Context: an optimization exercise on an open-source flow, tuned for small area. The choices shown serve that exercise and are no tape-out recipe.
Function was not checked in any run shown here: the RTL went through the layout flow alone.

==> flow/design.v, too long to show whole: its modules and the start of the top module <==
// module fa: 4 lines
// module ha: 4 lines
// module conv_pe_sr: 1528 lines
module conv_pe_sr#(parameter WIDTH = 9, parameter DW = 2 * WIDTH + 3)
(
    input clk,
    input rst_n,
    input [WIDTH-1:0] data_in,
    input data_valid,
    input [WIDTH-1:0] weight_in,
    input weight_valid,
    output [DW-1:0] data_out,
    output out_valid
);
  // ...
==> flow/run.sh <==
#!/bin/bash
# synth_recipe.tcl (not shown) runs the flow's synth.tcl, then flattens the netlist and writes it again
# the make line also repeats each setting of config.mk as NAME=value (left out here)
make -C /OpenROAD-flow-scripts/flow DESIGN_CONFIG=/design/flow/config.mk WORK_HOME=/design/flow/orfs CLKGATE_MAP_FILE= SYNTH_SCRIPT=/design/flow/synth_recipe.tcl finish
==> flow/config.mk <==
export PLATFORM = sky130hd
export DESIGN_NAME = conv_pe_sr
export DESIGN_NICKNAME = conv_pe_sr
export VERILOG_FILES = /design/flow/design.v
export SDC_FILE = /design/flow/constraint.sdc
export NUM_CORES = 8
export LEC_CHECK = 0
export CAP_MARGIN = 20
export CORE_MARGIN = 2
export CORE_UTILIZATION = 40
export SLEW_MARGIN = 20
export SYNTH_HIERARCHICAL = 1
export SYNTH_MINIMUM_KEEP_SIZE = 0
==> flow/constraint.sdc <==
create_clock -name core_clock -period 10.0 [get_ports {clk}]
set_input_delay 2.0000 -clock core_clock [delete_from_list [all_inputs] [get_ports {clk}]]
set_output_delay 2.0000 -clock core_clock [all_outputs]
set_load 0.01 [all_outputs]
==> impl_metrics.toml, run 1 <==
[critical_path]
crit_family = "adder cells"
cp-end-kind = "flip-flop"

[sta]
rsz0062_at_grt = "false"
holdWs_ns = 0.409
layout_setup_ws_ns = 0.765
worstMarginPinSlew_ns = 0.973

[yosys]
yosysTopAreaCell = "edfxtp_1"
synth_fa_ha_area_share_pct = 36.7
synth_edf_count = 675
synth_compound_area_share_pct = 0.108
synthFlopType = "edfxtp_1"

[cts]
cts_setup_buffers = 0
cts_sinks = 707
clkSlewWorstSetupHoldPaths_ns = 0.06

[routing]
wl_per_cell_um = 28.0

[worst_hold_path]
holdPathEnd = "pix[200]"

[global_routing]
grt_max_degree = 188
gr-total-overflow = 0

[run_status]
outcome = "complete, no violations"

[floorplanning]
core_um2 = 97800
dieHeight_um = 318

[place]
post-place-cells = 3701

[cells_and_area]
nClkBuffers = 85
top_regs = "pix x594, wreg x81, res_lo x16"
seq_cells = 707
largest_register_ffs = 594
==> run 2, diff against run 1 <==
--- a/flow/config.mk
+++ b/flow/config.mk
@@ -8,5 +8,6 @@
 export CAP_MARGIN = 20
 export CORE_MARGIN = 2
-export CORE_UTILIZATION = 40
+export CORE_UTILIZATION = 60
+export CTS_BUF_LIST = sky130_fd_sc_hd__clkbuf_4
 export SLEW_MARGIN = 20
 export SYNTH_HIERARCHICAL = 1
==> run 2 against run 1 <==
  * Fmax decreased by 0.82%
  * Via count increased by 5.3%
  * Final cell count decreased by 6.4%
  * Clock skew increased by 0.064 ns
  * Still clean on timing, DRC and antenna
  * Largest cell class unchanged
==> impl_metrics.toml, run 2 <==
[run_status]
outcome = "complete, no violations"

[critical_path]
crit_path_start = "wreg[36]"
slowest_stage = "edfxtp_1"
reg2reg_slack_ns = 0.69
cp-end-kind = "flip-flop"
crit_fanout = 10
reg2regPathDepth = 25
r2r_start = "wreg[36]"
slowest_delay_ns = 0.84
cp.arrival_ns = 10.21
cp-start-kind = "flip-flop"
crit_family = "adder cells"
crit_type = "reg -> reg"
crit_top_cell = "fa_1"
required_ns = 10.90
r2r_end = "res_lo[15]"
critical_path_buf_inv_count = 5

[cells_and_area]
final_cell_mix = "nand2_1, fa_1, edfxtp_1"
top_regs = "pix x594, wreg x81, res_lo x16"
fin_area_um2 = 43100
regMostFlops = "pix"
final_layout_size_suffix_gt1_share_pct = 14.1
final_nets = 3326
syn_to_final_growth_pct = 9.70
largest_register_ffs = 594
final_common_cell = "nand2_1"

[yosys]
synthFlopType = "edfxtp_1"
syn_inst = 2417
netlist_area_um2 = 39300
synth_top_area_share_pct = 51.5
ys_ff_latch = 707
syn_avg_cell_area_um2 = 16.3
yosysMostFrequentCell = "nand2_1"
async_reset_ff_share_pct = 0
yosysWarnings = 7
yosysUniqueCellTypes = 26
ys_seq_area_share_pct = 53.2
synthTopCellsByArea = "edfxtp_1, fa_1, nand2_1"
synth_edf_count = 675
synth_commonest_cells = "nand2_1, fa_1, edfxtp_1"
yosysTopAreaCell = "edfxtp_1"

[cts]
clockBufferDepth = 3
cts_setup_buffers = 0
ctsHoldBuffers = 0
clock_latency_ns = 1.05
clkSlewWorstSetupHoldPaths_ns = 0.07
cts_sinks = 707
htree_levels = 4
cts_tree = "built"
clockRootBuffer = "clkbuf_4"
post_cts_resized = 0
cts_buffers = 173

[sta]
relSlewSlack_pct = 34.0
fin_crit_sh_pct = 93.1
maxSlewViolCount = 0
rsz0062_at_grt = "false"
tns_ns = 0
clock-skew-final_ns = 0.0994
period_minus_slack_ns = 9.31
hold_viol_final = 0
holdWs_ns = 0.340
fmax_mhz = 107
worstMarginPinSlew_ns = 0.991
finalSetupViolCount = 0

[floorplanning]
core_um2 = 64600
die-area_um2 = 67600
rows = 93
pin_count = 44
start_util_pct = 60.9
die_width_um = 260
dieHeight_um = 260

[routing]
topRoutingLayerUsed = "met4"
drc_errors = 0
drt_iter0_markers = 2581
met1Wirelength_um = 38600
num_vias = 21200
wl_per_cell_um = 29.7
drtPass1Iterations = 6
drt_wl_total_um = 106000
dr_wl_met2_um = 46500
ant_nets = 0
dr_wl_met3_um = 12700
vias_per_cell = 5.93

[worst_hold_path]
holdPathEnd = "pix[364]"
hp-start = "pix[355]"
holdPathStages = 0
hp-class = "reg -> reg"

[global_routing]
grt_usage_pct = 33.7
grt_pass1_vias = 24200
grt_max_degree = 162
antenna_found_initial = 1
gr-total-overflow = 0
grt_pass1_wl_um = 157000

[place]
dpl_cell_area_um2 = 40800
gp_congestion = 1.03
port_buffers = 43
dp_hpwl_um = 77700

[job]
cap_violations = 0
## run 2: layout make-up
| class | count | area (µm²) |
|---|---|---|
| inverters | 67 | 251 |
| clock inverters | 69 | 419 |
| flip-flops and latches | 707 | 20900 |
| diodes | 4 | 10.0 |
| clock buffers | 252 | 1890 |
| well taps | 855 | 1070 |
| multi-input cells | 1482 | 17300 |
| fillers | 4436 | 21400 |
| repair buffers | 147 | 1240 |
## run 2: how the worst max path moves through the flow
stage	end	cells after the start
floorplan	res_lo[15]	23
global placement	res_lo[15]	23
detailed placement	res_lo[15]	23
CTS	res_lo[15]	25
global route	res_lo[15]	25
finish	res_lo[15]	25
## run 2: cells by family (layout without fill, tap and decap cells)
kind of cell             Yosys count  after routing  synth area share, %
adder cells (fa/ha/maj)          726            726                 36.7
flip-flops                       707            707                 53.2
buffers and inverters            230            535                 2.73
XOR/XNOR                           1              1               0.0223
other                              1              7              0.00954
AND/OR/NAND/NOR                  744            744                 7.22
multiplexers                       3              3               0.0764
AO/OA/AOI/OAI                      5              5                0.108
## run 2: per-stage QoR
stage          util (%)  std cells  worst slack, ns
4_1_cts            66.8       3579            0.639
3_5_place_dp       63.2       3258            0.491
2_1_floorplan         -       2419             1.48
6_report           66.8       3583            0.690
3_3_place_gp       63.2       3258            0.473
5_1_grt            66.8       3581            0.351
## run 2: per-layer routing
layer / up-vias / track usage (%)
met2: 1524 / 47.6
li1: 8277 / -
met1: 11000 / 44.6
met4: 0 / 23.5
met3: 430 / 11.6
met5: - / 0
## run 2: worst register-to-register path, cell delays in order, from the launching register on
cell	delay (ns)
edfxtp_1	0.84
nand2_1	0.23
fa_1	0.57
fa_1	0.47
fa_1	0.43
fa_1	0.46
fa_1	0.60
fa_1	0.45
fa_1	0.42
fa_1	0.47
fa_1	0.41
fa_1	0.39
fa_1	0.43
inv_1	0.07
ha_1	0.14
inv_1	0.05
fa_1	0.38
fa_1	0.42
fa_1	0.41
inv_1	0.07
ha_1	0.14
inv_1	0.06
fa_1	0.38
fa_1	0.39
fa_1	0.50
inv_1	0.04
## run 2: modules after synthesis (local to each module, per instance)
| module | cell area (µm²) | flops+latches | times used | cells inside |
|---|---|---|---|---|
| conv_pe_sr | 25000 | 707 | 1 | 1702 |
| fa | 20.0 | 0 | 710 | 1 |
| ha | 12.5 | 0 | 5 | 1 |
==> run 3, diff against run 2 <==
--- a/flow/config.mk
+++ b/flow/config.mk
@@ -9,5 +9,7 @@
 export CORE_MARGIN = 2
 export CORE_UTILIZATION = 60
-export CTS_BUF_LIST = sky130_fd_sc_hd__clkbuf_4
+export CTS_BUF_LIST = sky130_fd_sc_hd__clkbuf_8
+export CTS_CLUSTER_DIAMETER = 60
+export CTS_CLUSTER_SIZE = 20
 export SLEW_MARGIN = 20
 export SYNTH_HIERARCHICAL = 1
==> run 3 against run 2 <==
  * Die area stayed put
  * Worst hold slack better by 0.065 ns
  * Synthesized area stayed put
  * Register-to-register slack worse by 0.03 ns
  * Clock-buffer cell count is 200 lower
  * Flip-flop and latch count stayed put
  * Via count is 4.6% lower
  * Non-clock buffer count stayed put
  * Clock skew is 0.054 ns lower
  * Design area is 3.0% lower
  * First-iteration DRC count is 8.6% lower
  * Highest routed layer unchanged
==> impl_metrics.toml, run 3 <==
[routing]
drc_errors = 0
drt_iter0_markers = 2360
num_vias = 20300
drtPass1Iterations = 6
wl_per_cell_um = 31.0
ant_nets = 0
drt_wl_total_um = 104000
vias_per_cell = 6.07

[cells_and_area]
final_cell_count_no_fill = 3339
final_nets = 3205
regArea_um2 = 20900
regMostFlops = "pix"
final_cell_mix = "nand2_1, fa_1, edfxtp_1"
final_layout_size_suffix_gt1_share_pct = 7.50
fin_area_um2 = 41900
multi_input_area_um2 = 17300
syn_to_final_growth_pct = 6.45
nFillCells = 4536
largest_register_ffs = 594
final_core_util_pct = 64.8
final_common_cell = "nand2_1"
top_regs = "pix x594, wreg x81, res_lo x16"

[critical_path]
r2r_end = "res_lo[15]"
reg2regPathDepth = 25
r2r_start = "pix[289]"
cp.arrival_ns = 9.97
crit_fanout = 10
crit_type = "reg -> reg"
cp-start-kind = "flip-flop"
cp-end-kind = "flip-flop"
reg2reg_slack_ns = 0.65
required_ns = 10.63

[floorplanning]
die-area_um2 = 67600
core_um2 = 64600
start_util_pct = 60.9
die_width_um = 260
rows = 93
pin_count = 44
dieHeight_um = 260

[cts]
clkSlewWorstSetupHoldPaths_ns = 0.12
ctsHoldBuffers = 0
clockBufferDepth = 3
cts_buffers = 52
clockRootBuffer = "clkbuf_8"
post_cts_resized = 0
cts_tree = "built"
cts_sinks = 707
cts_setup_buffers = 0
clock_latency_ns = 0.72
htree_levels = 2

[worst_hold_path]
hp-class = "reg -> reg"
hp-start = "pix[63]"
holdPathEnd = "pix[72]"
holdPathStages = 0

[global_routing]
antenna_found_initial = 2
grt_pass1_vias = 22900
grt_usage_pct = 32.5
grt_max_degree = 162
gr-total-overflow = 0
grt_pass1_wl_um = 152000

[yosys]
synthTopCellsByArea = "edfxtp_1, fa_1, nand2_1"
yosys.area_share.simple_pct = 7.22
synth_commonest_cells = "nand2_1, fa_1, edfxtp_1"
async_reset_ff_share_pct = 0
yosysTopAreaCell = "edfxtp_1"
synth_top_family_by_area = "adder cells"
synth_compound_area_share_pct = 0.108
synth_top_area_share_pct = 51.5
synthFlopType = "edfxtp_1"
synth_xor_area_share_pct = 0.0223
syn_avg_cell_area_um2 = 16.3
synth_fa_ha_area_share_pct = 36.7
yosysMostFrequentCell = "nand2_1"
yosysWarnings = 7
synth_edf_count = 675
ys_ff_latch = 707
yosysUniqueCellTypes = 26
syn_inst = 2417
synth.area.mux_share_pct = 0.0764
netlist_area_um2 = 39300
ys_seq_area_share_pct = 53.2

[place]
post-place-cells = 3258
pre_cts_ws_ns = 0.491
dp_hpwl_um = 77700
gp_congestion = 1.03
port_buffers = 43
dpl_cell_area_um2 = 40800

[sta]
rsz0062_at_grt = "false"
fmax_mhz = 107
holdWs_ns = 0.406
relSlewSlack_pct = 34.6
maxSlewViolCount = 0
tns_ns = 0
hold_viol_final = 0
fin_crit_sh_pct = 93.5
clock-skew-final_ns = 0.0449
worstMarginPinSlew_ns = 0.982
finalSetupViolCount = 0
layout_setup_ws_ns = 0.655
period_minus_slack_ns = 9.35

[run_status]
outcome = "complete, no violations"

[job]
cap_violations = 0
==> run 3: cell type report <==
class                           count  area share (%)
Timing Repair Buffer              147            2.96
Sequential cell                   707            50.0
Inverter                           67           0.601
Antenna cell                        4          0.0239
Tap cell                          855            2.56
Multi-Input combinational cell   1482            41.4
Clock buffer                       52            1.71
Clock inverter                     25           0.756
==> run 3: cells by family (layout without fill, tap and decap cells) <==
kind of cell,after synthesis,count (layout)
muxes,3,3
xor gates and xnor gates,1,1
other,1,7
buffers and inverters,230,291
adders and majority gates,726,726
DFF,707,707
and+or+nand+nor,744,744
AOI/OAI and AO/OA,5,5
==> run 3: critical path: stages, from the launching register on <==
cell      delay, ns
edfxtp_1       0.90
nand2_1        0.21
fa_1           0.63
fa_1           0.45
fa_1           0.41
fa_1           0.46
fa_1           0.57
fa_1           0.46
fa_1           0.42
fa_1           0.47
fa_1           0.41
fa_1           0.39
fa_1           0.43
inv_1          0.07
ha_1           0.14
inv_1          0.05
fa_1           0.38
fa_1           0.43
fa_1           0.41
inv_1          0.07
ha_1           0.14
inv_1          0.06
fa_1           0.38
fa_1           0.39
fa_1           0.49
inv_1          0.04
==> run 3: layer usage <==
| layer | global-route usage, % | vias up | wire [µm] |
|---|---|---|---|
| met5 | 0 | - | 0 |
| met4 | 20.1 | 0 | 7980 |
| met3 | 9.88 | 404 | 11900 |
| met2 | 47.1 | 1351 | 45500 |
| met1 | 43.9 | 10700 | 38300 |
| li1 | - | 7850 | - |
==> run 3: how the worst max path moves through the flow <==
stage / startpoint / cells after the start / to
global route: pix[289] / 25 / res_lo[15]
detailed placement: data_in[1] / 23 / res_lo[15]
finish: pix[289] / 25 / res_lo[15]
CTS: pix[280] / 25 / res_lo[15]
global placement: data_in[1] / 23 / res_lo[15]
floorplan: data_in[3] / 23 / res_lo[15]
==> run 3: per-module statistics from Yosys, one instance, submodules excluded <==
module      area [µm²]  flip-flops and latches  copies in the design  cells inside
ha                12.5                       0                     5             1
conv_pe_sr       25000                     707                     1          1702
fa                20.0                       0                   710             1
==> run 4, diff against run 3 <==
--- a/flow/config.mk
+++ b/flow/config.mk
@@ -8,8 +8,8 @@
 export CAP_MARGIN = 20
 export CORE_MARGIN = 2
-export CORE_UTILIZATION = 60
-export CTS_BUF_LIST = sky130_fd_sc_hd__clkbuf_8
-export CTS_CLUSTER_DIAMETER = 60
-export CTS_CLUSTER_SIZE = 20
+export CORE_UTILIZATION = 40
+export CTS_BUF_LIST = sky130_fd_sc_hd__clkbuf_16
+export CTS_CLUSTER_DIAMETER = 80
+export CTS_CLUSTER_SIZE = 30
 export SLEW_MARGIN = 20
 export SYNTH_HIERARCHICAL = 1
==> run 4 against run 3 <==
  * Via count is 1.8% lower
  * Critical path depth unchanged
  * Worst hold slack got worse by 0.0028 ns
  * Flip-flop and latch count unchanged
  * Critical path type unchanged
==> impl_metrics.toml, run 4 <==
[run_status]
outcome = "complete, no violations"

[place]
gp_congestion = 1.00
port_buffers = 43
dp_hpwl_um = 81700
pre_cts_ws_ns = 0.462
post-place-cells = 3701
dpl_cell_area_um2 = 41400

[critical_path]
r2r_start = "pix[577]"
slowest_stage = "edfxtp_1"
crit_type = "reg -> reg"
crit_path_start = "pix[577]"
slowest_delay_ns = 0.74
required_ns = 10.53
cp.arrival_ns = 9.77
cp-end-kind = "flip-flop"
crit_top_cell = "fa_1"
crit_family = "adder cells"
crit_fanout = 10
cp-start-kind = "flip-flop"
critical_path_buf_inv_count = 5

[sta]
tns_ns = 0
layout_setup_ws_ns = 0.760
finalSetupViolCount = 0
holdWs_ns = 0.403
fmax_mhz = 108
worstMarginPinSlew_ns = 0.951
maxSlewViolCount = 0
fin_crit_sh_pct = 92.4
clock-skew-final_ns = 0.0376
hold_viol_final = 0
relSlewSlack_pct = 36.6
period_minus_slack_ns = 9.24
rsz0062_at_grt = "false"

[yosys]
netlist_area_um2 = 39300
syn_avg_cell_area_um2 = 16.3
yosysMostFrequentCell = "nand2_1"
synth_top_area_share_pct = 51.5
syn_inst = 2417
yosysWarnings = 7
yosysUniqueCellTypes = 26
yosysTopAreaCell = "edfxtp_1"
synthTopCellsByArea = "edfxtp_1, fa_1, nand2_1"
ys_seq_area_share_pct = 53.2
synth_commonest_cells = "nand2_1, fa_1, edfxtp_1"
synth_edf_count = 675
ys_ff_latch = 707
synthFlopType = "edfxtp_1"
async_reset_ff_share_pct = 0

[cells_and_area]
syn_to_final_growth_pct = 8.90
final_core_util_pct = 43.8
final_nets = 3204
final_layout_size_suffix_gt1_share_pct = 7.31
final_cell_count_no_fill = 3764
final_common_cell = "nand2_1"
nFillCells = 8627
diodes = 0
final_cell_mix = "nand2_1, fa_1, edfxtp_1"
fin_area_um2 = 42800
top_regs = "pix x594, wreg x81, res_lo x16"
regMostFlops = "pix"
largest_register_ffs = 594

[routing]
ant_nets = 0
vias_per_cell = 5.28
drc_errors = 0
drtPass1Iterations = 6
drt_wl_total_um = 106000
drt_iter0_markers = 2250
num_vias = 19900
wl_per_cell_um = 28.2

[global_routing]
grt_pass1_wl_um = 155000
grt_max_degree = 188
gr-total-overflow = 0
grt_pass1_vias = 22200
grt_usage_pct = 21.6
antenna_found_initial = 0

[cts]
cts_buffers = 40
cts_sinks = 707
cts_tree = "built"
htree_levels = 2
clkSlewWorstSetupHoldPaths_ns = 0.10
clock_latency_ns = 0.63
post_cts_resized = 0
clockBufferDepth = 3
ctsHoldBuffers = 0
cts_setup_buffers = 0
clockRootBuffer = "clkbuf_16"

[worst_hold_path]
hp-start = "pix[207]"
hp-class = "reg -> reg"

[floorplanning]
dieHeight_um = 318
start_util_pct = 40.2
die_width_um = 318
rows = 115
core_um2 = 97800
die-area_um2 = 101000
pin_count = 44

[job]
cap_violations = 0
## run 4: cell counts after synthesis
Identical to the previous run, type by type.
## run 4: final cells by class
cell class | count | area [µm²] | share of cell area, %
Sequential cell | 707 | 20900 | 48.8
Multi-Input combinational cell | 1482 | 17300 | 40.5
Tap cell | 1287 | 1610 | 3.76
Timing Repair Buffer | 158 | 1310 | 3.06
Clock buffer | 40 | 1000 | 2.34
Clock inverter | 23 | 394 | 0.920
Inverter | 67 | 251 | 0.587
## run 4: final timing paths
path	to	slack (ns)	cells past startpoint
max	res_lo[15]	0.76	25
min	pix[216]	0.40	0
max reg2reg	res_lo[15]	0.76	25
min reg2reg	pix[216]	0.40	0
## run 4: per-layer routing
layer / wire length, µm / vias to the layer above / track usage, %
met5: 0 / - / 0
met1: 43300 / 10800 / 30.0
met4: 5930 / 0 / 9.88
li1: - / 7845 / -
met3: 8290 / 275 / 3.99
met2: 48800 / 1015 / 33.3
## run 4: cells by family (layout without fill, tap and decap cells)
kind of cell             count (synthesis)  in the layout  share of synthesized area, %
multiplexers                             3              3                        0.0764
adder cells (fa/ha/maj)                726            726                          36.7
buffers and inverters                  230            288                          2.73
AND/OR/NAND/NOR                        744            744                          7.22
XOR/XNOR                                 1              1                        0.0223
other                                    1              3                       0.00954
AO/OA/AOI/OAI                            5              5                         0.108
flip-flops                             707            707                          53.2
## run 4: worst reg2reg max path, delay by kind of cell, from the launching register on
kind / cells / cell delay (ns)
flip-flops: 1 / 0.74
adder cells (fa/ha/maj): 19 / 7.96
AND/OR/NAND/NOR: 1 / 0.19
buffers and inverters: 5 / 0.28
## run 4: per-module statistics from Yosys, one instance, submodules excluded
module,cells,flops+latches,area (µm²)
fa,1,0,20.0
ha,1,0,12.5
conv_pe_sr,1702,707,25000

==> afterwards: timing with drivers on the ports <==
The results above use ideal ports. As a check the final layouts listed here were re-extracted and re-timed, cells and wires unchanged.
Step 1, drivers: a clkbuf_16 drives clk and a buf_2 each remaining input, both assumed.
Step 2, shift: input delay + t, output delay - t, t = (earliest + latest rising clock arrival at the registers) / 2. This alone moves slack from input paths to output paths.
Slacks: ideal / step 1 / step 2; pairs: ideal / step 1.
run | t, ns | setup slack, ns | latest minus earliest clock arrival (ns)
run 1 | 0.699 | 0.765 / 0.765 / 0.468 | 0.036 / 0.036
run 2 | 1.062 | 0.690 / 0.690 / 0.522 | 0.137 / 0.138
run 3 | 0.756 | 0.655 / 0.655 / 0.528 | 0.046 / 0.046
run 4 | 0.674 | 0.760 / 0.760 / 0.500 | 0.042 / 0.041
After both steps every run listed still meets setup and hold. For run 1, which loses most, drivers alone change the setup slack by 0.000 ns; drivers and shift together by -0.297 ns.
